What follows belongs to an exercise in optimizing a design on an open flow for small area and a short achievable clock period; a production flow would make more cautious choices.
Function was not checked in any run shown here: the RTL went through the layout flow alone.
Power is estimated from default activity; no workload was simulated.

==> flow/design.v, too long to show whole: its modules and the start of the top module <==
// module DCIM: 1633 lines
module DCIM (
    input clk,
    input rst_n,
    input in_valid,
    input [127:0] in_data1,
    input [127:0] in_data2,
    input [127:0] in_data3,
    input [127:0] in_data4,
    output reg out_valid,
    output reg [12:0] O1,
    output reg [12:0] O2,
    output reg [12:0] O3,
    output reg [12:0] O4
);
  // ...
==> flow/flow/run.sh <==
#!/bin/bash
# Standard ORFS layout with two changes:
#  - SYNTH_ARGS=-noabc: skip the abc -fast inside Yosys's generic synth, so the
#    full adders written in the RTL reach extract_fa in their plain polarity
#    (no inverters around every full adder); the final liberty abc still runs.
#  - port buffers use buf_1.
set -euo pipefail
bash standard.sh SYNTH_ARGS=-noabc "BUFFER_PORTS_ARGS=-buffer_cell sky130_fd_sc_hd__buf_1" finish > flow_make.log 2>&1
==> flow/standard.sh <==
#!/bin/bash
# synth_recipe.tcl (not shown) runs the flow's synth.tcl, then flattens the netlist and writes it again
# the make line also repeats each setting of config.mk as NAME=value (left out here)
make -C /OpenROAD-flow-scripts/flow DESIGN_CONFIG=/design/flow/config.mk WORK_HOME=/design/flow/orfs CLKGATE_MAP_FILE= SYNTH_SCRIPT=/design/flow/synth_recipe.tcl "${@:-finish}"
==> flow/config.mk <==
export PLATFORM = sky130hd
export DESIGN_NAME = DCIM
export DESIGN_NICKNAME = DCIM
export VERILOG_FILES = /design/flow/design.v
export SDC_FILE = /design/flow/constraint.sdc
export NUM_CORES = 4
export LEC_CHECK = 0
export CAP_MARGIN = 20
export CORE_MARGIN = 2
export CORE_UTILIZATION = 40
export SLEW_MARGIN = 20
==> flow/constraint.sdc <==
create_clock -name core_clock -period 2.4 [get_ports {clk}]
set_input_delay 0.4800 -clock core_clock [delete_from_list [all_inputs] [get_ports {clk}]]
set_output_delay 0.4800 -clock core_clock [all_outputs]
set_load 0.01 [all_outputs]
==> impl_metrics.toml, run 1 <==
[drt]
avgViaCountPerCell = 4.35
drtIter0Drc = 403
drcViolationCount = 0

[timing]
hold_ws_ps = 324
period_share = 0.950
fin_ws_ps = 119
setup_viol = 0

[worst_hold_path]
hp-class = "flip-flop to flip-flop"

[pwr]
pwr-share-seq = 0.447
combPwrFrac = 0.310
p_int_mw = 27.5
power_mw = 39.4
p_leak_nw = 12.5

[yosys]
synth_area_leader_cell = "fa_1"
yosys-top-cells-area = "fa_1 38%, dfxtp_1 33%, edfxtp_1 11%"
syn_avg_cell_area_sq_um = 17.6
synthArstFlopShare = 0.107
synth_top_family_by_area = "adder cells"

[cells_and_area]
area_growth_pct = 20.6
nMultiInputCombCells = 886
layout_commonest_cell = "buf_1"
largestClassByArea = "multi-input combinational cells"
final.signal_buffer_count = 580

[grt]
grt_max_degree = 64
antenna_found_initial = 0

[floorplanning]
io_pins = 568

[critical_path]
crit_required_ps = 2870
rr_worst_depth = 7

[clock_tree]
clk_latency_ps = 610
cts_tree = "built"

[placed_design]
gp_congestion = 0.890

[status]
status = "no timing/DRC/antenna violations"
==> inputs of run 2 (changes only) <==
--- a/flow/design.v
+++ b/flow/design.v
@@ -27,20 +27,20 @@
         if (v[5]) cnt <= cnt + 2'd1;
         if (v[5]) keep1 <= ~(&cnt);
         if (v[5]) keep2 <= ~(&cnt);
         if (v[5]) keep3 <= ~(&cnt);
         if (v[5]) keep4 <= ~(&cnt);
         l5 <= v[5] & (&cnt);
         l6 <= l5;
         out_valid <= l6;
-        O1 <= l6 ? P1 : 13'd0;
-        O2 <= l6 ? P2 : 13'd0;
-        O3 <= l6 ? P3 : 13'd0;
-        O4 <= l6 ? P4 : 13'd0;
+        O1 <= l6 ? Q1 : 13'd0;
+        O2 <= l6 ? Q2 : 13'd0;
+        O3 <= l6 ? Q3 : 13'd0;
+        O4 <= l6 ? Q4 : 13'd0;
     end
 end
 wire c1_s1 = in_data1[0] ^ in_data1[4] ^ in_data1[8];
 wire c1_c1 = (in_data1[0] & in_data1[4]) | (in_data1[8] & (in_data1[0] ^ in_data1[4]));
 wire c1_s2 = in_data1[12] ^ in_data1[16] ^ in_data1[20];
 wire c1_c2 = (in_data1[12] & in_data1[16]) | (in_data1[20] & (in_data1[12] ^ in_data1[16]));
 wire c1_s3 = in_data1[24] ^ in_data1[28] ^ in_data1[32];
 wire c1_c3 = (in_data1[24] & in_data1[28]) | (in_data1[32] & (in_data1[24] ^ in_data1[28]));
@@ -359,88 +359,87 @@
 wire R1_w_g3 = as1[3] & ac1[3];
 wire R1_w_p3 = as1[3] ^ ac1[3];
 wire R1_w_g4 = as1[4] & ac1[4];
 wire R1_w_p4 = as1[4] ^ ac1[4];
 wire R1_w_g5 = as1[5] & ac1[5];
 wire R1_w_p5 = as1[5] ^ ac1[5];
 wire R1_w_g6 = as1[6] & ac1[6];
 wire R1_w_p6 = as1[6] ^ ac1[6];
-wire R1_w_g7 = as1[7] & ac1[7];
-wire R1_w_p7 = as1[7] ^ ac1[7];
-wire R1_w_g8 = as1[8] & ac1[8];
-wire R1_w_p8 = as1[8] ^ ac1[8];
-wire R1_w_g9 = as1[9] & ac1[9];
-wire R1_w_p9 = as1[9] ^ ac1[9];
-wire R1_w_g10 = as1[10] & ac1[10];
-wire R1_w_p10 = as1[10] ^ ac1[10];
-wire R1_w_g11 = as1[11] & ac1[11];
-wire R1_w_p11 = as1[11] ^ ac1[11];
-wire R1_w_g12 = as1[12] & ac1[12];
-wire R1_w_p12 = as1[12] ^ ac1[12];
 wire R1_w_G0_1 = R1_w_g1 | (R1_w_p1 & R1_w_g0);
 wire R1_w_P0_1 = R1_w_p1 & R1_w_p0;
 wire R1_w_G0_3 = R1_w_g3 | (R1_w_p3 & R1_w_g2);
 wire R1_w_P0_3 = R1_w_p3 & R1_w_p2;
 wire R1_w_G0_5 = R1_w_g5 | (R1_w_p5 & R1_w_g4);
 wire R1_w_P0_5 = R1_w_p5 & R1_w_p4;
-wire R1_w_G0_7 = R1_w_g7 | (R1_w_p7 & R1_w_g6);
-wire R1_w_P0_7 = R1_w_p7 & R1_w_p6;
-wire R1_w_G0_9 = R1_w_g9 | (R1_w_p9 & R1_w_g8);
-wire R1_w_P0_9 = R1_w_p9 & R1_w_p8;
-wire R1_w_G0_11 = R1_w_g11 | (R1_w_p11 & R1_w_g10);
-wire R1_w_P0_11 = R1_w_p11 & R1_w_p10;
 wire R1_w_G1_2 = R1_w_g2 | (R1_w_p2 & R1_w_G0_1);
 wire R1_w_P1_2 = R1_w_p2 & R1_w_P0_1;
 wire R1_w_G1_3 = R1_w_G0_3 | (R1_w_P0_3 & R1_w_G0_1);
 wire R1_w_P1_3 = R1_w_P0_3 & R1_w_P0_1;
 wire R1_w_G1_6 = R1_w_g6 | (R1_w_p6 & R1_w_G0_5);
 wire R1_w_P1_6 = R1_w_p6 & R1_w_P0_5;
-wire R1_w_G1_7 = R1_w_G0_7 | (R1_w_P0_7 & R1_w_G0_5);
-wire R1_w_P1_7 = R1_w_P0_7 & R1_w_P0_5;
-wire R1_w_G1_10 = R1_w_g10 | (R1_w_p10 & R1_w_G0_9);
-wire R1_w_P1_10 = R1_w_p10 & R1_w_P0_9;
-wire R1_w_G1_11 = R1_w_G0_11 | (R1_w_P0_11 & R1_w_G0_9);
-wire R1_w_P1_11 = R1_w_P0_11 & R1_w_P0_9;
 wire R1_w_G2_4 = R1_w_g4 | (R1_w_p4 & R1_w_G1_3);
 wire R1_w_P2_4 = R1_w_p4 & R1_w_P1_3;
 wire R1_w_G2_5 = R1_w_G0_5 | (R1_w_P0_5 & R1_w_G1_3);
 wire R1_w_P2_5 = R1_w_P0_5 & R1_w_P1_3;
 wire R1_w_G2_6 = R1_w_G1_6 | (R1_w_P1_6 & R1_w_G1_3);
 wire R1_w_P2_6 = R1_w_P1_6 & R1_w_P1_3;
-wire R1_w_G2_7 = R1_w_G1_7 | (R1_w_P1_7 & R1_w_G1_3);
-wire R1_w_P2_7 = R1_w_P1_7 & R1_w_P1_3;
-wire R1_w_G2_12 = R1_w_g12 | (R1_w_p12 & R1_w_G1_11);
-wire R1_w_P2_12 = R1_w_p12 & R1_w_P1_11;
-wire R1_w_G3_8 = R1_w_g8 | (R1_w_p8 & R1_w_G2_7);
-wire R1_w_P3_8 = R1_w_p8 & R1_w_P2_7;
-wire R1_w_G3_9 = R1_w_G0_9 | (R1_w_P0_9 & R1_w_G2_7);
-wire R1_w_P3_9 = R1_w_P0_9 & R1_w_P2_7;
-wire R1_w_G3_10 = R1_w_G1_10 | (R1_w_P1_10 & R1_w_G2_7);
-wire R1_w_P3_10 = R1_w_P1_10 & R1_w_P2_7;
-wire R1_w_G3_11 = R1_w_G1_11 | (R1_w_P1_11 & R1_w_G2_7);
-wire R1_w_P3_11 = R1_w_P1_11 & R1_w_P2_7;
-wire R1_w_G3_12 = R1_w_G2_12 | (R1_w_P2_12 & R1_w_G2_7);
-wire R1_w_P3_12 = R1_w_P2_12 & R1_w_P2_7;
-wire [12:0] R1_w;
+wire [7:0] R1_w;
 assign R1_w[0] = R1_w_p0;
 assign R1_w[1] = R1_w_p1 ^ R1_w_g0;
 assign R1_w[2] = R1_w_p2 ^ R1_w_G0_1;
 assign R1_w[3] = R1_w_p3 ^ R1_w_G1_2;
 assign R1_w[4] = R1_w_p4 ^ R1_w_G1_3;
 assign R1_w[5] = R1_w_p5 ^ R1_w_G2_4;
 assign R1_w[6] = R1_w_p6 ^ R1_w_G2_5;
-assign R1_w[7] = R1_w_p7 ^ R1_w_G2_6;
-assign R1_w[8] = R1_w_p8 ^ R1_w_G2_7;
-assign R1_w[9] = R1_w_p9 ^ R1_w_G3_8;
-assign R1_w[10] = R1_w_p10 ^ R1_w_G3_9;
-assign R1_w[11] = R1_w_p11 ^ R1_w_G3_10;
-assign R1_w[12] = R1_w_p12 ^ R1_w_G3_11;
-reg [12:0] P1;
-always @(posedge clk) P1 <= R1_w;
+assign R1_w[7] = 1'b0 ^ R1_w_G2_6;
+reg [7:0] P1;
+reg [5:0] Ps1, Pc1;
+always @(posedge clk) begin P1 <= R1_w; Ps1 <= as1[12:7]; Pc1 <= ac1[12:7]; end
+wire H1_w_g0 = P1[7] & P1[7];
+wire H1_w_p0 = P1[7] ^ P1[7];
+wire H1_w_g1 = Ps1[0] & Pc1[0];
+wire H1_w_p1 = Ps1[0] ^ Pc1[0];
+wire H1_w_g2 = Ps1[1] & Pc1[1];
+wire H1_w_p2 = Ps1[1] ^ Pc1[1];
+wire H1_w_g3 = Ps1[2] & Pc1[2];
+wire H1_w_p3 = Ps1[2] ^ Pc1[2];
+wire H1_w_g4 = Ps1[3] & Pc1[3];
+wire H1_w_p4 = Ps1[3] ^ Pc1[3];
+wire H1_w_g5 = Ps1[4] & Pc1[4];
+wire H1_w_p5 = Ps1[4] ^ Pc1[4];
+wire H1_w_g6 = Ps1[5] & Pc1[5];
+wire H1_w_p6 = Ps1[5] ^ Pc1[5];
+wire H1_w_G0_1 = H1_w_g1 | (H1_w_p1 & H1_w_g0);
+wire H1_w_P0_1 = H1_w_p1 & H1_w_p0;
+wire H1_w_G0_3 = H1_w_g3 | (H1_w_p3 & H1_w_g2);
+wire H1_w_P0_3 = H1_w_p3 & H1_w_p2;
+wire H1_w_G0_5 = H1_w_g5 | (H1_w_p5 & H1_w_g4);
+wire H1_w_P0_5 = H1_w_p5 & H1_w_p4;
+wire H1_w_G1_2 = H1_w_g2 | (H1_w_p2 & H1_w_G0_1);
+wire H1_w_P1_2 = H1_w_p2 & H1_w_P0_1;
+wire H1_w_G1_3 = H1_w_G0_3 | (H1_w_P0_3 & H1_w_G0_1);
+wire H1_w_P1_3 = H1_w_P0_3 & H1_w_P0_1;
+wire H1_w_G1_6 = H1_w_g6 | (H1_w_p6 & H1_w_G0_5);
+wire H1_w_P1_6 = H1_w_p6 & H1_w_P0_5;
+wire H1_w_G2_4 = H1_w_g4 | (H1_w_p4 & H1_w_G1_3);
+wire H1_w_P2_4 = H1_w_p4 & H1_w_P1_3;
+wire H1_w_G2_5 = H1_w_G0_5 | (H1_w_P0_5 & H1_w_G1_3);
+wire H1_w_P2_5 = H1_w_P0_5 & H1_w_P1_3;
+wire H1_w_G2_6 = H1_w_G1_6 | (H1_w_P1_6 & H1_w_G1_3);
+wire H1_w_P2_6 = H1_w_P1_6 & H1_w_P1_3;
+wire [6:0] H1_w;
+assign H1_w[0] = H1_w_p0;
+assign H1_w[1] = H1_w_p1 ^ H1_w_g0;
+assign H1_w[2] = H1_w_p2 ^ H1_w_G0_1;
+assign H1_w[3] = H1_w_p3 ^ H1_w_G1_2;
+assign H1_w[4] = H1_w_p4 ^ H1_w_G1_3;
+assign H1_w[5] = H1_w_p5 ^ H1_w_G2_4;
+assign H1_w[6] = H1_w_p6 ^ H1_w_G2_5;
+wire [12:0] Q1 = {H1_w[6:1], P1[6:0]};
 wire c2_s1 = in_data2[0] ^ in_data2[4] ^ in_data2[8];
 wire c2_c1 = (in_data2[0] & in_data2[4]) | (in_data2[8] & (in_data2[0] ^ in_data2[4]));
 wire c2_s2 = in_data2[12] ^ in_data2[16] ^ in_data2[20];
 wire c2_c2 = (in_data2[12] & in_data2[16]) | (in_data2[20] & (in_data2[12] ^ in_data2[16]));
 wire c2_s3 = in_data2[24] ^ in_data2[28] ^ in_data2[32];
 wire c2_c3 = (in_data2[24] & in_data2[28]) | (in_data2[32] & (in_data2[24] ^ in_data2[28]));
 wire c2_s4 = in_data2[36] ^ in_data2[40] ^ in_data2[44];
 wire c2_c4 = (in_data2[36] & in_data2[40]) | (in_data2[44] & (in_data2[36] ^ in_data2[40]));
@@ -757,88 +756,87 @@
 wire R2_w_g3 = as2[3] & ac2[3];
 wire R2_w_p3 = as2[3] ^ ac2[3];
 wire R2_w_g4 = as2[4] & ac2[4];
 wire R2_w_p4 = as2[4] ^ ac2[4];
 wire R2_w_g5 = as2[5] & ac2[5];
 wire R2_w_p5 = as2[5] ^ ac2[5];
 wire R2_w_g6 = as2[6] & ac2[6];
 wire R2_w_p6 = as2[6] ^ ac2[6];
-wire R2_w_g7 = as2[7] & ac2[7];
-wire R2_w_p7 = as2[7] ^ ac2[7];
-wire R2_w_g8 = as2[8] & ac2[8];
-wire R2_w_p8 = as2[8] ^ ac2[8];
-wire R2_w_g9 = as2[9] & ac2[9];
-wire R2_w_p9 = as2[9] ^ ac2[9];
-wire R2_w_g10 = as2[10] & ac2[10];
-wire R2_w_p10 = as2[10] ^ ac2[10];
-wire R2_w_g11 = as2[11] & ac2[11];
-wire R2_w_p11 = as2[11] ^ ac2[11];
-wire R2_w_g12 = as2[12] & ac2[12];
-wire R2_w_p12 = as2[12] ^ ac2[12];
 wire R2_w_G0_1 = R2_w_g1 | (R2_w_p1 & R2_w_g0);
 wire R2_w_P0_1 = R2_w_p1 & R2_w_p0;
 wire R2_w_G0_3 = R2_w_g3 | (R2_w_p3 & R2_w_g2);
 wire R2_w_P0_3 = R2_w_p3 & R2_w_p2;
 wire R2_w_G0_5 = R2_w_g5 | (R2_w_p5 & R2_w_g4);
 wire R2_w_P0_5 = R2_w_p5 & R2_w_p4;
-wire R2_w_G0_7 = R2_w_g7 | (R2_w_p7 & R2_w_g6);
-wire R2_w_P0_7 = R2_w_p7 & R2_w_p6;
-wire R2_w_G0_9 = R2_w_g9 | (R2_w_p9 & R2_w_g8);
-wire R2_w_P0_9 = R2_w_p9 & R2_w_p8;
-wire R2_w_G0_11 = R2_w_g11 | (R2_w_p11 & R2_w_g10);
-wire R2_w_P0_11 = R2_w_p11 & R2_w_p10;
 wire R2_w_G1_2 = R2_w_g2 | (R2_w_p2 & R2_w_G0_1);
 wire R2_w_P1_2 = R2_w_p2 & R2_w_P0_1;
 wire R2_w_G1_3 = R2_w_G0_3 | (R2_w_P0_3 & R2_w_G0_1);
 wire R2_w_P1_3 = R2_w_P0_3 & R2_w_P0_1;
 wire R2_w_G1_6 = R2_w_g6 | (R2_w_p6 & R2_w_G0_5);
 wire R2_w_P1_6 = R2_w_p6 & R2_w_P0_5;
-wire R2_w_G1_7 = R2_w_G0_7 | (R2_w_P0_7 & R2_w_G0_5);
-wire R2_w_P1_7 = R2_w_P0_7 & R2_w_P0_5;
-wire R2_w_G1_10 = R2_w_g10 | (R2_w_p10 & R2_w_G0_9);
-wire R2_w_P1_10 = R2_w_p10 & R2_w_P0_9;
-wire R2_w_G1_11 = R2_w_G0_11 | (R2_w_P0_11 & R2_w_G0_9);
-wire R2_w_P1_11 = R2_w_P0_11 & R2_w_P0_9;
 wire R2_w_G2_4 = R2_w_g4 | (R2_w_p4 & R2_w_G1_3);
 wire R2_w_P2_4 = R2_w_p4 & R2_w_P1_3;
 wire R2_w_G2_5 = R2_w_G0_5 | (R2_w_P0_5 & R2_w_G1_3);
 wire R2_w_P2_5 = R2_w_P0_5 & R2_w_P1_3;
 wire R2_w_G2_6 = R2_w_G1_6 | (R2_w_P1_6 & R2_w_G1_3);
 wire R2_w_P2_6 = R2_w_P1_6 & R2_w_P1_3;
-wire R2_w_G2_7 = R2_w_G1_7 | (R2_w_P1_7 & R2_w_G1_3);
-wire R2_w_P2_7 = R2_w_P1_7 & R2_w_P1_3;
-wire R2_w_G2_12 = R2_w_g12 | (R2_w_p12 & R2_w_G1_11);
-wire R2_w_P2_12 = R2_w_p12 & R2_w_P1_11;
-wire R2_w_G3_8 = R2_w_g8 | (R2_w_p8 & R2_w_G2_7);
-wire R2_w_P3_8 = R2_w_p8 & R2_w_P2_7;
-wire R2_w_G3_9 = R2_w_G0_9 | (R2_w_P0_9 & R2_w_G2_7);
-wire R2_w_P3_9 = R2_w_P0_9 & R2_w_P2_7;
-wire R2_w_G3_10 = R2_w_G1_10 | (R2_w_P1_10 & R2_w_G2_7);
-wire R2_w_P3_10 = R2_w_P1_10 & R2_w_P2_7;
-wire R2_w_G3_11 = R2_w_G1_11 | (R2_w_P1_11 & R2_w_G2_7);
-wire R2_w_P3_11 = R2_w_P1_11 & R2_w_P2_7;
-wire R2_w_G3_12 = R2_w_G2_12 | (R2_w_P2_12 & R2_w_G2_7);
-wire R2_w_P3_12 = R2_w_P2_12 & R2_w_P2_7;
-wire [12:0] R2_w;
+wire [7:0] R2_w;
 assign R2_w[0] = R2_w_p0;
 assign R2_w[1] = R2_w_p1 ^ R2_w_g0;
 assign R2_w[2] = R2_w_p2 ^ R2_w_G0_1;
 assign R2_w[3] = R2_w_p3 ^ R2_w_G1_2;
 assign R2_w[4] = R2_w_p4 ^ R2_w_G1_3;
 assign R2_w[5] = R2_w_p5 ^ R2_w_G2_4;
 assign R2_w[6] = R2_w_p6 ^ R2_w_G2_5;
-assign R2_w[7] = R2_w_p7 ^ R2_w_G2_6;
-assign R2_w[8] = R2_w_p8 ^ R2_w_G2_7;
-assign R2_w[9] = R2_w_p9 ^ R2_w_G3_8;
-assign R2_w[10] = R2_w_p10 ^ R2_w_G3_9;
-assign R2_w[11] = R2_w_p11 ^ R2_w_G3_10;
-assign R2_w[12] = R2_w_p12 ^ R2_w_G3_11;
-reg [12:0] P2;
-always @(posedge clk) P2 <= R2_w;
+assign R2_w[7] = 1'b0 ^ R2_w_G2_6;
+reg [7:0] P2;
+reg [5:0] Ps2, Pc2;
+always @(posedge clk) begin P2 <= R2_w; Ps2 <= as2[12:7]; Pc2 <= ac2[12:7]; end
+wire H2_w_g0 = P2[7] & P2[7];
+wire H2_w_p0 = P2[7] ^ P2[7];
+wire H2_w_g1 = Ps2[0] & Pc2[0];
+wire H2_w_p1 = Ps2[0] ^ Pc2[0];
+wire H2_w_g2 = Ps2[1] & Pc2[1];
+wire H2_w_p2 = Ps2[1] ^ Pc2[1];
+wire H2_w_g3 = Ps2[2] & Pc2[2];
+wire H2_w_p3 = Ps2[2] ^ Pc2[2];
+wire H2_w_g4 = Ps2[3] & Pc2[3];
+wire H2_w_p4 = Ps2[3] ^ Pc2[3];
+wire H2_w_g5 = Ps2[4] & Pc2[4];
+wire H2_w_p5 = Ps2[4] ^ Pc2[4];
+wire H2_w_g6 = Ps2[5] & Pc2[5];
+wire H2_w_p6 = Ps2[5] ^ Pc2[5];
+wire H2_w_G0_1 = H2_w_g1 | (H2_w_p1 & H2_w_g0);
+wire H2_w_P0_1 = H2_w_p1 & H2_w_p0;
+wire H2_w_G0_3 = H2_w_g3 | (H2_w_p3 & H2_w_g2);
+wire H2_w_P0_3 = H2_w_p3 & H2_w_p2;
+wire H2_w_G0_5 = H2_w_g5 | (H2_w_p5 & H2_w_g4);
+wire H2_w_P0_5 = H2_w_p5 & H2_w_p4;
+wire H2_w_G1_2 = H2_w_g2 | (H2_w_p2 & H2_w_G0_1);
+wire H2_w_P1_2 = H2_w_p2 & H2_w_P0_1;
+wire H2_w_G1_3 = H2_w_G0_3 | (H2_w_P0_3 & H2_w_G0_1);
+wire H2_w_P1_3 = H2_w_P0_3 & H2_w_P0_1;
+wire H2_w_G1_6 = H2_w_g6 | (H2_w_p6 & H2_w_G0_5);
+wire H2_w_P1_6 = H2_w_p6 & H2_w_P0_5;
+wire H2_w_G2_4 = H2_w_g4 | (H2_w_p4 & H2_w_G1_3);
+wire H2_w_P2_4 = H2_w_p4 & H2_w_P1_3;
+wire H2_w_G2_5 = H2_w_G0_5 | (H2_w_P0_5 & H2_w_G1_3);
+wire H2_w_P2_5 = H2_w_P0_5 & H2_w_P1_3;
+wire H2_w_G2_6 = H2_w_G1_6 | (H2_w_P1_6 & H2_w_G1_3);
+wire H2_w_P2_6 = H2_w_P1_6 & H2_w_P1_3;
+wire [6:0] H2_w;
+assign H2_w[0] = H2_w_p0;
+assign H2_w[1] = H2_w_p1 ^ H2_w_g0;
+assign H2_w[2] = H2_w_p2 ^ H2_w_G0_1;
+assign H2_w[3] = H2_w_p3 ^ H2_w_G1_2;
+assign H2_w[4] = H2_w_p4 ^ H2_w_G1_3;
+assign H2_w[5] = H2_w_p5 ^ H2_w_G2_4;
+assign H2_w[6] = H2_w_p6 ^ H2_w_G2_5;
+wire [12:0] Q2 = {H2_w[6:1], P2[6:0]};
 wire c3_s1 = in_data3[0] ^ in_data3[4] ^ in_data3[8];
 wire c3_c1 = (in_data3[0] & in_data3[4]) | (in_data3[8] & (in_data3[0] ^ in_data3[4]));
 wire c3_s2 = in_data3[12] ^ in_data3[16] ^ in_data3[20];
 wire c3_c2 = (in_data3[12] & in_data3[16]) | (in_data3[20] & (in_data3[12] ^ in_data3[16]));
 wire c3_s3 = in_data3[24] ^ in_data3[28] ^ in_data3[32];
 wire c3_c3 = (in_data3[24] & in_data3[28]) | (in_data3[32] & (in_data3[24] ^ in_data3[28]));
 wire c3_s4 = in_data3[36] ^ in_data3[40] ^ in_data3[44];
 wire c3_c4 = (in_data3[36] & in_data3[40]) | (in_data3[44] & (in_data3[36] ^ in_data3[40]));
@@ -1155,88 +1153,87 @@
 wire R3_w_g3 = as3[3] & ac3[3];
 wire R3_w_p3 = as3[3] ^ ac3[3];
 wire R3_w_g4 = as3[4] & ac3[4];
 wire R3_w_p4 = as3[4] ^ ac3[4];
 wire R3_w_g5 = as3[5] & ac3[5];
 wire R3_w_p5 = as3[5] ^ ac3[5];
 wire R3_w_g6 = as3[6] & ac3[6];
 wire R3_w_p6 = as3[6] ^ ac3[6];
-wire R3_w_g7 = as3[7] & ac3[7];
-wire R3_w_p7 = as3[7] ^ ac3[7];
-wire R3_w_g8 = as3[8] & ac3[8];
-wire R3_w_p8 = as3[8] ^ ac3[8];
-wire R3_w_g9 = as3[9] & ac3[9];
-wire R3_w_p9 = as3[9] ^ ac3[9];
-wire R3_w_g10 = as3[10] & ac3[10];
-wire R3_w_p10 = as3[10] ^ ac3[10];
-wire R3_w_g11 = as3[11] & ac3[11];
-wire R3_w_p11 = as3[11] ^ ac3[11];
-wire R3_w_g12 = as3[12] & ac3[12];
-wire R3_w_p12 = as3[12] ^ ac3[12];
 wire R3_w_G0_1 = R3_w_g1 | (R3_w_p1 & R3_w_g0);
 wire R3_w_P0_1 = R3_w_p1 & R3_w_p0;
 wire R3_w_G0_3 = R3_w_g3 | (R3_w_p3 & R3_w_g2);
 wire R3_w_P0_3 = R3_w_p3 & R3_w_p2;
 wire R3_w_G0_5 = R3_w_g5 | (R3_w_p5 & R3_w_g4);
 wire R3_w_P0_5 = R3_w_p5 & R3_w_p4;
-wire R3_w_G0_7 = R3_w_g7 | (R3_w_p7 & R3_w_g6);
-wire R3_w_P0_7 = R3_w_p7 & R3_w_p6;
-wire R3_w_G0_9 = R3_w_g9 | (R3_w_p9 & R3_w_g8);
-wire R3_w_P0_9 = R3_w_p9 & R3_w_p8;
-wire R3_w_G0_11 = R3_w_g11 | (R3_w_p11 & R3_w_g10);
-wire R3_w_P0_11 = R3_w_p11 & R3_w_p10;
 wire R3_w_G1_2 = R3_w_g2 | (R3_w_p2 & R3_w_G0_1);
 wire R3_w_P1_2 = R3_w_p2 & R3_w_P0_1;
 wire R3_w_G1_3 = R3_w_G0_3 | (R3_w_P0_3 & R3_w_G0_1);
 wire R3_w_P1_3 = R3_w_P0_3 & R3_w_P0_1;
 wire R3_w_G1_6 = R3_w_g6 | (R3_w_p6 & R3_w_G0_5);
 wire R3_w_P1_6 = R3_w_p6 & R3_w_P0_5;
-wire R3_w_G1_7 = R3_w_G0_7 | (R3_w_P0_7 & R3_w_G0_5);
-wire R3_w_P1_7 = R3_w_P0_7 & R3_w_P0_5;
-wire R3_w_G1_10 = R3_w_g10 | (R3_w_p10 & R3_w_G0_9);
-wire R3_w_P1_10 = R3_w_p10 & R3_w_P0_9;
-wire R3_w_G1_11 = R3_w_G0_11 | (R3_w_P0_11 & R3_w_G0_9);
-wire R3_w_P1_11 = R3_w_P0_11 & R3_w_P0_9;
 wire R3_w_G2_4 = R3_w_g4 | (R3_w_p4 & R3_w_G1_3);
 wire R3_w_P2_4 = R3_w_p4 & R3_w_P1_3;
 wire R3_w_G2_5 = R3_w_G0_5 | (R3_w_P0_5 & R3_w_G1_3);
 wire R3_w_P2_5 = R3_w_P0_5 & R3_w_P1_3;
 wire R3_w_G2_6 = R3_w_G1_6 | (R3_w_P1_6 & R3_w_G1_3);
 wire R3_w_P2_6 = R3_w_P1_6 & R3_w_P1_3;
-wire R3_w_G2_7 = R3_w_G1_7 | (R3_w_P1_7 & R3_w_G1_3);
-wire R3_w_P2_7 = R3_w_P1_7 & R3_w_P1_3;
-wire R3_w_G2_12 = R3_w_g12 | (R3_w_p12 & R3_w_G1_11);
-wire R3_w_P2_12 = R3_w_p12 & R3_w_P1_11;
-wire R3_w_G3_8 = R3_w_g8 | (R3_w_p8 & R3_w_G2_7);
-wire R3_w_P3_8 = R3_w_p8 & R3_w_P2_7;
-wire R3_w_G3_9 = R3_w_G0_9 | (R3_w_P0_9 & R3_w_G2_7);
-wire R3_w_P3_9 = R3_w_P0_9 & R3_w_P2_7;
-wire R3_w_G3_10 = R3_w_G1_10 | (R3_w_P1_10 & R3_w_G2_7);
-wire R3_w_P3_10 = R3_w_P1_10 & R3_w_P2_7;
-wire R3_w_G3_11 = R3_w_G1_11 | (R3_w_P1_11 & R3_w_G2_7);
-wire R3_w_P3_11 = R3_w_P1_11 & R3_w_P2_7;
-wire R3_w_G3_12 = R3_w_G2_12 | (R3_w_P2_12 & R3_w_G2_7);
-wire R3_w_P3_12 = R3_w_P2_12 & R3_w_P2_7;
-wire [12:0] R3_w;
+wire [7:0] R3_w;
 assign R3_w[0] = R3_w_p0;
 assign R3_w[1] = R3_w_p1 ^ R3_w_g0;
 assign R3_w[2] = R3_w_p2 ^ R3_w_G0_1;
 assign R3_w[3] = R3_w_p3 ^ R3_w_G1_2;
 assign R3_w[4] = R3_w_p4 ^ R3_w_G1_3;
 assign R3_w[5] = R3_w_p5 ^ R3_w_G2_4;
 assign R3_w[6] = R3_w_p6 ^ R3_w_G2_5;
-assign R3_w[7] = R3_w_p7 ^ R3_w_G2_6;
-assign R3_w[8] = R3_w_p8 ^ R3_w_G2_7;
-assign R3_w[9] = R3_w_p9 ^ R3_w_G3_8;
-assign R3_w[10] = R3_w_p10 ^ R3_w_G3_9;
-assign R3_w[11] = R3_w_p11 ^ R3_w_G3_10;
-assign R3_w[12] = R3_w_p12 ^ R3_w_G3_11;
-reg [12:0] P3;
-always @(posedge clk) P3 <= R3_w;
+assign R3_w[7] = 1'b0 ^ R3_w_G2_6;
+reg [7:0] P3;
+reg [5:0] Ps3, Pc3;
+always @(posedge clk) begin P3 <= R3_w; Ps3 <= as3[12:7]; Pc3 <= ac3[12:7]; end
+wire H3_w_g0 = P3[7] & P3[7];
+wire H3_w_p0 = P3[7] ^ P3[7];
+wire H3_w_g1 = Ps3[0] & Pc3[0];
+wire H3_w_p1 = Ps3[0] ^ Pc3[0];
+wire H3_w_g2 = Ps3[1] & Pc3[1];
+wire H3_w_p2 = Ps3[1] ^ Pc3[1];
+wire H3_w_g3 = Ps3[2] & Pc3[2];
+wire H3_w_p3 = Ps3[2] ^ Pc3[2];
+wire H3_w_g4 = Ps3[3] & Pc3[3];
+wire H3_w_p4 = Ps3[3] ^ Pc3[3];
+wire H3_w_g5 = Ps3[4] & Pc3[4];
+wire H3_w_p5 = Ps3[4] ^ Pc3[4];
+wire H3_w_g6 = Ps3[5] & Pc3[5];
+wire H3_w_p6 = Ps3[5] ^ Pc3[5];
+wire H3_w_G0_1 = H3_w_g1 | (H3_w_p1 & H3_w_g0);
+wire H3_w_P0_1 = H3_w_p1 & H3_w_p0;
+wire H3_w_G0_3 = H3_w_g3 | (H3_w_p3 & H3_w_g2);
+wire H3_w_P0_3 = H3_w_p3 & H3_w_p2;
+wire H3_w_G0_5 = H3_w_g5 | (H3_w_p5 & H3_w_g4);
+wire H3_w_P0_5 = H3_w_p5 & H3_w_p4;
+wire H3_w_G1_2 = H3_w_g2 | (H3_w_p2 & H3_w_G0_1);
+wire H3_w_P1_2 = H3_w_p2 & H3_w_P0_1;
+wire H3_w_G1_3 = H3_w_G0_3 | (H3_w_P0_3 & H3_w_G0_1);
+wire H3_w_P1_3 = H3_w_P0_3 & H3_w_P0_1;
+wire H3_w_G1_6 = H3_w_g6 | (H3_w_p6 & H3_w_G0_5);
+wire H3_w_P1_6 = H3_w_p6 & H3_w_P0_5;
+wire H3_w_G2_4 = H3_w_g4 | (H3_w_p4 & H3_w_G1_3);
+wire H3_w_P2_4 = H3_w_p4 & H3_w_P1_3;
+wire H3_w_G2_5 = H3_w_G0_5 | (H3_w_P0_5 & H3_w_G1_3);
+wire H3_w_P2_5 = H3_w_P0_5 & H3_w_P1_3;
+wire H3_w_G2_6 = H3_w_G1_6 | (H3_w_P1_6 & H3_w_G1_3);
+wire H3_w_P2_6 = H3_w_P1_6 & H3_w_P1_3;
+wire [6:0] H3_w;
+assign H3_w[0] = H3_w_p0;
+assign H3_w[1] = H3_w_p1 ^ H3_w_g0;
+assign H3_w[2] = H3_w_p2 ^ H3_w_G0_1;
+assign H3_w[3] = H3_w_p3 ^ H3_w_G1_2;
+assign H3_w[4] = H3_w_p4 ^ H3_w_G1_3;
+assign H3_w[5] = H3_w_p5 ^ H3_w_G2_4;
+assign H3_w[6] = H3_w_p6 ^ H3_w_G2_5;
+wire [12:0] Q3 = {H3_w[6:1], P3[6:0]};
 wire c4_s1 = in_data4[0] ^ in_data4[4] ^ in_data4[8];
 wire c4_c1 = (in_data4[0] & in_data4[4]) | (in_data4[8] & (in_data4[0] ^ in_data4[4]));
 wire c4_s2 = in_data4[12] ^ in_data4[16] ^ in_data4[20];
 wire c4_c2 = (in_data4[12] & in_data4[16]) | (in_data4[20] & (in_data4[12] ^ in_data4[16]));
 wire c4_s3 = in_data4[24] ^ in_data4[28] ^ in_data4[32];
 wire c4_c3 = (in_data4[24] & in_data4[28]) | (in_data4[32] & (in_data4[24] ^ in_data4[28]));
 wire c4_s4 = in_data4[36] ^ in_data4[40] ^ in_data4[44];
 wire c4_c4 = (in_data4[36] & in_data4[40]) | (in_data4[44] & (in_data4[36] ^ in_data4[40]));
@@ -1553,81 +1550,80 @@
 wire R4_w_g3 = as4[3] & ac4[3];
 wire R4_w_p3 = as4[3] ^ ac4[3];
 wire R4_w_g4 = as4[4] & ac4[4];
 wire R4_w_p4 = as4[4] ^ ac4[4];
 wire R4_w_g5 = as4[5] & ac4[5];
 wire R4_w_p5 = as4[5] ^ ac4[5];
 wire R4_w_g6 = as4[6] & ac4[6];
 wire R4_w_p6 = as4[6] ^ ac4[6];
-wire R4_w_g7 = as4[7] & ac4[7];
-wire R4_w_p7 = as4[7] ^ ac4[7];
-wire R4_w_g8 = as4[8] & ac4[8];
-wire R4_w_p8 = as4[8] ^ ac4[8];
-wire R4_w_g9 = as4[9] & ac4[9];
-wire R4_w_p9 = as4[9] ^ ac4[9];
-wire R4_w_g10 = as4[10] & ac4[10];
-wire R4_w_p10 = as4[10] ^ ac4[10];
-wire R4_w_g11 = as4[11] & ac4[11];
-wire R4_w_p11 = as4[11] ^ ac4[11];
-wire R4_w_g12 = as4[12] & ac4[12];
-wire R4_w_p12 = as4[12] ^ ac4[12];
 wire R4_w_G0_1 = R4_w_g1 | (R4_w_p1 & R4_w_g0);
 wire R4_w_P0_1 = R4_w_p1 & R4_w_p0;
 wire R4_w_G0_3 = R4_w_g3 | (R4_w_p3 & R4_w_g2);
 wire R4_w_P0_3 = R4_w_p3 & R4_w_p2;
 wire R4_w_G0_5 = R4_w_g5 | (R4_w_p5 & R4_w_g4);
 wire R4_w_P0_5 = R4_w_p5 & R4_w_p4;
-wire R4_w_G0_7 = R4_w_g7 | (R4_w_p7 & R4_w_g6);
-wire R4_w_P0_7 = R4_w_p7 & R4_w_p6;
-wire R4_w_G0_9 = R4_w_g9 | (R4_w_p9 & R4_w_g8);
-wire R4_w_P0_9 = R4_w_p9 & R4_w_p8;
-wire R4_w_G0_11 = R4_w_g11 | (R4_w_p11 & R4_w_g10);
-wire R4_w_P0_11 = R4_w_p11 & R4_w_p10;
 wire R4_w_G1_2 = R4_w_g2 | (R4_w_p2 & R4_w_G0_1);
 wire R4_w_P1_2 = R4_w_p2 & R4_w_P0_1;
 wire R4_w_G1_3 = R4_w_G0_3 | (R4_w_P0_3 & R4_w_G0_1);
 wire R4_w_P1_3 = R4_w_P0_3 & R4_w_P0_1;
 wire R4_w_G1_6 = R4_w_g6 | (R4_w_p6 & R4_w_G0_5);
 wire R4_w_P1_6 = R4_w_p6 & R4_w_P0_5;
-wire R4_w_G1_7 = R4_w_G0_7 | (R4_w_P0_7 & R4_w_G0_5);
-wire R4_w_P1_7 = R4_w_P0_7 & R4_w_P0_5;
-wire R4_w_G1_10 = R4_w_g10 | (R4_w_p10 & R4_w_G0_9);
-wire R4_w_P1_10 = R4_w_p10 & R4_w_P0_9;
-wire R4_w_G1_11 = R4_w_G0_11 | (R4_w_P0_11 & R4_w_G0_9);
-wire R4_w_P1_11 = R4_w_P0_11 & R4_w_P0_9;
 wire R4_w_G2_4 = R4_w_g4 | (R4_w_p4 & R4_w_G1_3);
 wire R4_w_P2_4 = R4_w_p4 & R4_w_P1_3;
 wire R4_w_G2_5 = R4_w_G0_5 | (R4_w_P0_5 & R4_w_G1_3);
 wire R4_w_P2_5 = R4_w_P0_5 & R4_w_P1_3;
 wire R4_w_G2_6 = R4_w_G1_6 | (R4_w_P1_6 & R4_w_G1_3);
 wire R4_w_P2_6 = R4_w_P1_6 & R4_w_P1_3;
-wire R4_w_G2_7 = R4_w_G1_7 | (R4_w_P1_7 & R4_w_G1_3);
-wire R4_w_P2_7 = R4_w_P1_7 & R4_w_P1_3;
-wire R4_w_G2_12 = R4_w_g12 | (R4_w_p12 & R4_w_G1_11);
-wire R4_w_P2_12 = R4_w_p12 & R4_w_P1_11;
-wire R4_w_G3_8 = R4_w_g8 | (R4_w_p8 & R4_w_G2_7);
-wire R4_w_P3_8 = R4_w_p8 & R4_w_P2_7;
-wire R4_w_G3_9 = R4_w_G0_9 | (R4_w_P0_9 & R4_w_G2_7);
-wire R4_w_P3_9 = R4_w_P0_9 & R4_w_P2_7;
-wire R4_w_G3_10 = R4_w_G1_10 | (R4_w_P1_10 & R4_w_G2_7);
-wire R4_w_P3_10 = R4_w_P1_10 & R4_w_P2_7;
-wire R4_w_G3_11 = R4_w_G1_11 | (R4_w_P1_11 & R4_w_G2_7);
-wire R4_w_P3_11 = R4_w_P1_11 & R4_w_P2_7;
-wire R4_w_G3_12 = R4_w_G2_12 | (R4_w_P2_12 & R4_w_G2_7);
-wire R4_w_P3_12 = R4_w_P2_12 & R4_w_P2_7;
-wire [12:0] R4_w;
+wire [7:0] R4_w;
 assign R4_w[0] = R4_w_p0;
 assign R4_w[1] = R4_w_p1 ^ R4_w_g0;
 assign R4_w[2] = R4_w_p2 ^ R4_w_G0_1;
 assign R4_w[3] = R4_w_p3 ^ R4_w_G1_2;
 assign R4_w[4] = R4_w_p4 ^ R4_w_G1_3;
 assign R4_w[5] = R4_w_p5 ^ R4_w_G2_4;
 assign R4_w[6] = R4_w_p6 ^ R4_w_G2_5;
-assign R4_w[7] = R4_w_p7 ^ R4_w_G2_6;
-assign R4_w[8] = R4_w_p8 ^ R4_w_G2_7;
-assign R4_w[9] = R4_w_p9 ^ R4_w_G3_8;
-assign R4_w[10] = R4_w_p10 ^ R4_w_G3_9;
-assign R4_w[11] = R4_w_p11 ^ R4_w_G3_10;
-assign R4_w[12] = R4_w_p12 ^ R4_w_G3_11;
-reg [12:0] P4;
-always @(posedge clk) P4 <= R4_w;
+assign R4_w[7] = 1'b0 ^ R4_w_G2_6;
+reg [7:0] P4;
+reg [5:0] Ps4, Pc4;
+always @(posedge clk) begin P4 <= R4_w; Ps4 <= as4[12:7]; Pc4 <= ac4[12:7]; end
+wire H4_w_g0 = P4[7] & P4[7];
+wire H4_w_p0 = P4[7] ^ P4[7];
+wire H4_w_g1 = Ps4[0] & Pc4[0];
+wire H4_w_p1 = Ps4[0] ^ Pc4[0];
+wire H4_w_g2 = Ps4[1] & Pc4[1];
+wire H4_w_p2 = Ps4[1] ^ Pc4[1];
+wire H4_w_g3 = Ps4[2] & Pc4[2];
+wire H4_w_p3 = Ps4[2] ^ Pc4[2];
+wire H4_w_g4 = Ps4[3] & Pc4[3];
+wire H4_w_p4 = Ps4[3] ^ Pc4[3];
+wire H4_w_g5 = Ps4[4] & Pc4[4];
+wire H4_w_p5 = Ps4[4] ^ Pc4[4];
+wire H4_w_g6 = Ps4[5] & Pc4[5];
+wire H4_w_p6 = Ps4[5] ^ Pc4[5];
+wire H4_w_G0_1 = H4_w_g1 | (H4_w_p1 & H4_w_g0);
+wire H4_w_P0_1 = H4_w_p1 & H4_w_p0;
+wire H4_w_G0_3 = H4_w_g3 | (H4_w_p3 & H4_w_g2);
+wire H4_w_P0_3 = H4_w_p3 & H4_w_p2;
+wire H4_w_G0_5 = H4_w_g5 | (H4_w_p5 & H4_w_g4);
+wire H4_w_P0_5 = H4_w_p5 & H4_w_p4;
+wire H4_w_G1_2 = H4_w_g2 | (H4_w_p2 & H4_w_G0_1);
+wire H4_w_P1_2 = H4_w_p2 & H4_w_P0_1;
+wire H4_w_G1_3 = H4_w_G0_3 | (H4_w_P0_3 & H4_w_G0_1);
+wire H4_w_P1_3 = H4_w_P0_3 & H4_w_P0_1;
+wire H4_w_G1_6 = H4_w_g6 | (H4_w_p6 & H4_w_G0_5);
+wire H4_w_P1_6 = H4_w_p6 & H4_w_P0_5;
+wire H4_w_G2_4 = H4_w_g4 | (H4_w_p4 & H4_w_G1_3);
+wire H4_w_P2_4 = H4_w_p4 & H4_w_P1_3;
+wire H4_w_G2_5 = H4_w_G0_5 | (H4_w_P0_5 & H4_w_G1_3);
+wire H4_w_P2_5 = H4_w_P0_5 & H4_w_P1_3;
+wire H4_w_G2_6 = H4_w_G1_6 | (H4_w_P1_6 & H4_w_G1_3);
+wire H4_w_P2_6 = H4_w_P1_6 & H4_w_P1_3;
+wire [6:0] H4_w;
+assign H4_w[0] = H4_w_p0;
+assign H4_w[1] = H4_w_p1 ^ H4_w_g0;
+assign H4_w[2] = H4_w_p2 ^ H4_w_G0_1;
+assign H4_w[3] = H4_w_p3 ^ H4_w_G1_2;
+assign H4_w[4] = H4_w_p4 ^ H4_w_G1_3;
+assign H4_w[5] = H4_w_p5 ^ H4_w_G2_4;
+assign H4_w[6] = H4_w_p6 ^ H4_w_G2_5;
+wire [12:0] Q4 = {H4_w[6:1], P4[6:0]};
 endmodule
==> run 2 against run 1 <==
Design area rose by 0.97%. Clock skew fell by 13 ps. Synthesized cell count fell by 2.0%. Via count fell by 1.3%. Worst setup slack improved by 260 ps. Count of clock-buffer cells in the layout rose by 6. Routed wire length rose by 1.2%. Sequential power rose by 5%. Non-clock buffer count fell by 5. Largest cell class is now sequential cells. Largest power group unchanged.
==> impl_metrics.toml, run 2 <==
[timing]
final.setup_skew_ps = 19.3
timing.fmax_mhz = 494
period_share = 0.844
slew_headroom = 0.565
tns_ps = 0
fin_crit_ps = 2020
setup_viol = 0
hold_violations = 0
rsz0062_at_grt = "false"
tightest_slew_ps = 652
slew_viol_final = 0

[yosys]
synthMuxAreaShare = 0.000423
synth_top_family_by_area = "adder cells"
yosysUniqueCellTypes = 25
synth-seq-cells = 619
syn_nets = 2571
synth_ff_type = "dfxtp_1"
synthTopCellsByCount = "508 x fa_1, 460 x dfxtp_1, 133 x and2_1"
synth.most_common_cell = "fa_1"
ys_seq_area_frac = 0.514
ys_warn_count = 1
syn_inst = 1467
synth_fa_ha_area_frac = 0.420
synth_compound_area_frac = 0.0127
synth_area_sq_um = 26600
synth_top_area_share = 0.382
synthArstFlopShare = 0.102
synth_xor_area_frac = 0.0135
yosys-top-cells-area = "fa_1 38%, dfxtp_1 35%, edfxtp_1 11%"
synth-edff-count = 96
synthSimpleGateAreaFrac = 0.0362
synth_area_leader_cell = "fa_1"
syn_avg_cell_area_sq_um = 18.1

[cells_and_area]
drive_gt1_frac = 0.0563
post-route-util = 0.486
layout_common_cells = "566 x buf_1, 508 x fa_1, 460 x dfxtp_1"
area_growth_pct = 20.3
layout_commonest_cell = "buf_1"
nets = 3200

[clock_tree]
clk_latency_ps = 600
root_buffer = "clkbuf_16"
cts_buffers = 66
cts.sinks = 619
clockBufferDepth = 3
cts_tree = "built"
cts-htree-levels = 3
hold_buffers = 2
post_cts_buffers = 0
clk_pin_slew_ps = 60
cts_resized = 0

[placed_design]
dpl.hpwl_um = 38300
gp_congestion = 0.864
portBuffers = 567

[grt]
grt.total_usage = 0.138
grt_pass1_vias = 15300
overflow = 0
grt_pass1_wl_um = 74200
antenna_found_initial = 2
grt_max_degree = 64

[critical_path]
r2r_start = "keep2$_DFFE_PN0P_"
crit_required_ps = 2720
crit_fanout = 44
reg2reg_setup_slack_ps = 380
path_class = "flip-flop to flip-flop"
rr_worst_depth = 3
r2r-end = "as4[7]$_DFFE_PP_"
start_kind = "flip-flop"
critical_path_arrival_ps = 2340
end_kind = "flip-flop"

[drt]
wl_per_cell_um = 15.3
antenna_left = 0
finalWirelength_um = 46000
avgViaCountPerCell = 4.32
drcViolationCount = 0
drtIter0Drc = 370
num_vias = 13000
drtPass1Iterations = 4

[worst_hold_path]
holdPathStages = 0
hp-class = "flip-flop to flip-flop"
hp-start = "p4_r1[1]$_DFF_P_"
hold_path_end = "p4_r2[1]$_DFF_P_"

[floorplanning]
design.die.area_sq_um = 68600
num_rows = 94
core_area_sq_um = 65900
io_pins = 568
fp.dieH_um = 262
start_util = 0.404
die_w_um = 262

[pwr]
ir_worst_vdd_v = 0.000503
p_per_area_nw_per_um2 = 1240
p_leak_nw = 12.7

[job]
cap_violations = 0

[status]
status = "no timing/DRC/antenna violations"
[run 2: cell count changes in the layout (fill, tap and decap cells not counted), moves of 5 or more]
| cell | previous run | this run |
|---|---|---|
| o21ai_0 | 6 | 0 |
| nand4_1 | 8 | 3 |
| clkbuf_1 | 15 | 21 |
| nor3_1 | 8 | 0 |
| dfxtp_1 | 432 | 460 |
| and2_1 | 143 | 133 |
| fa_1 | 499 | 508 |
| a21oi_1 | 16 | 11 |
| a31o_2 | 8 | 0 |
| buf_4 | 10 | 4 |
| a21o_1 | 14 | 19 |
[run 2: cell type report]
type | count | area (sq um)
fillers | 5747 | 33900
flip-flops and latches | 619 | 13700
multi-input cells | 826 | 12900
repair buffers | 575 | 2220
clock buffers | 103 | 2010
well taps | 864 | 1080
clock inverters | 17 | 141
inverters | 8 | 30.0
diodes | 1 | 2.50
[run 2: cells by family after synthesis]
family	count (synthesis)
buffers and inverters	22
adders and majority gates	589
xor gates and xnor gates	41
AOI/OAI and AO/OA	43
muxes	1
and+or+nand+nor	152
DFF	619
[run 2: through the flow]
stage          hold slack [ps]  std cells  power [mW]  instance area [sq um]  worst slack (ps)
2_1_floorplan              184       1467        26.0                  26600              21.5
3_3_place_gp               310       2890        30.1                  29800              -119
3_5_place_dp               312       2890        30.6                  29800              -178
4_1_cts                    285       3012        40.6                  32000               324
5_1_grt                    308       3013        43.4                  32000               222
6_report                   320       3013        39.5                  32000               375
[run 2: critical path, cell delays in order, from the launching register on]
cell	delay, ps
dfrtp_2	790
buf_4	350
and2_1	190
fa_1	420
[run 2: report_power, final]
group          internal [mW]  switching [mW]
registers               16.1            2.33
logic                   5.70            5.64
clock network           5.81            3.96
total                   27.6            11.9
[run 2: worst max path at each step]
stage | from | slack (ps) | end
final | keep2$_DFFE_PN0P_ | 380 | as4[7]$_DFFE_PP_
after global routing | keep2$_DFFE_PN0P_ | 220 | as4[4]$_DFFE_PP_
after CTS | keep2$_DFFE_PN0P_ | 320 | as4[4]$_DFFE_PP_
after detailed placement | in_data3[13] | -180 | p3_r0[33]$_DFF_P_
after global placement | in_data3[13] | -120 | p3_r0[33]$_DFF_P_
after floorplan | in_data1[13] | 20 | p1_r0[33]$_DFF_P_
[run 2: per-layer routing]
layer	GRT usage	up-vias	share of wire
met2	0.235	311	0.52
met3	0.0304	91	0.045
met5	0	-	0.00035
met1	0.177	6632	0.41
li1	-	5972	-
met4	0.0419	2	0.022

==> separate check: timing with driven ports <==
No port has a modelled driver above. Below, the same layouts with a new extraction and two added sets of constraints.
Step 1 assumes that a clkbuf_16 drives the clock port and a buf_2 every other input.
Step 2 times the ports against the registers' clock, not the clock port: input delays grow and output delays shrink by t, the midpoint of the rising clock arrivals with the driver on.
a / b / c = ideal / step 1 / step 2; a / b = the first two.
| run | t, ns | setup slack, ns | worst setup path after step 2 | pins driven straight from the clock port |
|---|---|---|---|---|
| run 1 | 0.653 | 0.119 / 0.119 / -0.169 | input to register | 1 |
| run 2 | 0.643 | 0.375 / 0.375 / -0.177 | input to register | 1 |
Met with ideal ports but missed after step 2: setup timing in run 1 and run 2. The setup slack of run 2, which loses most, moves by 0.000 ns with the drivers and by -0.552 ns with both steps.
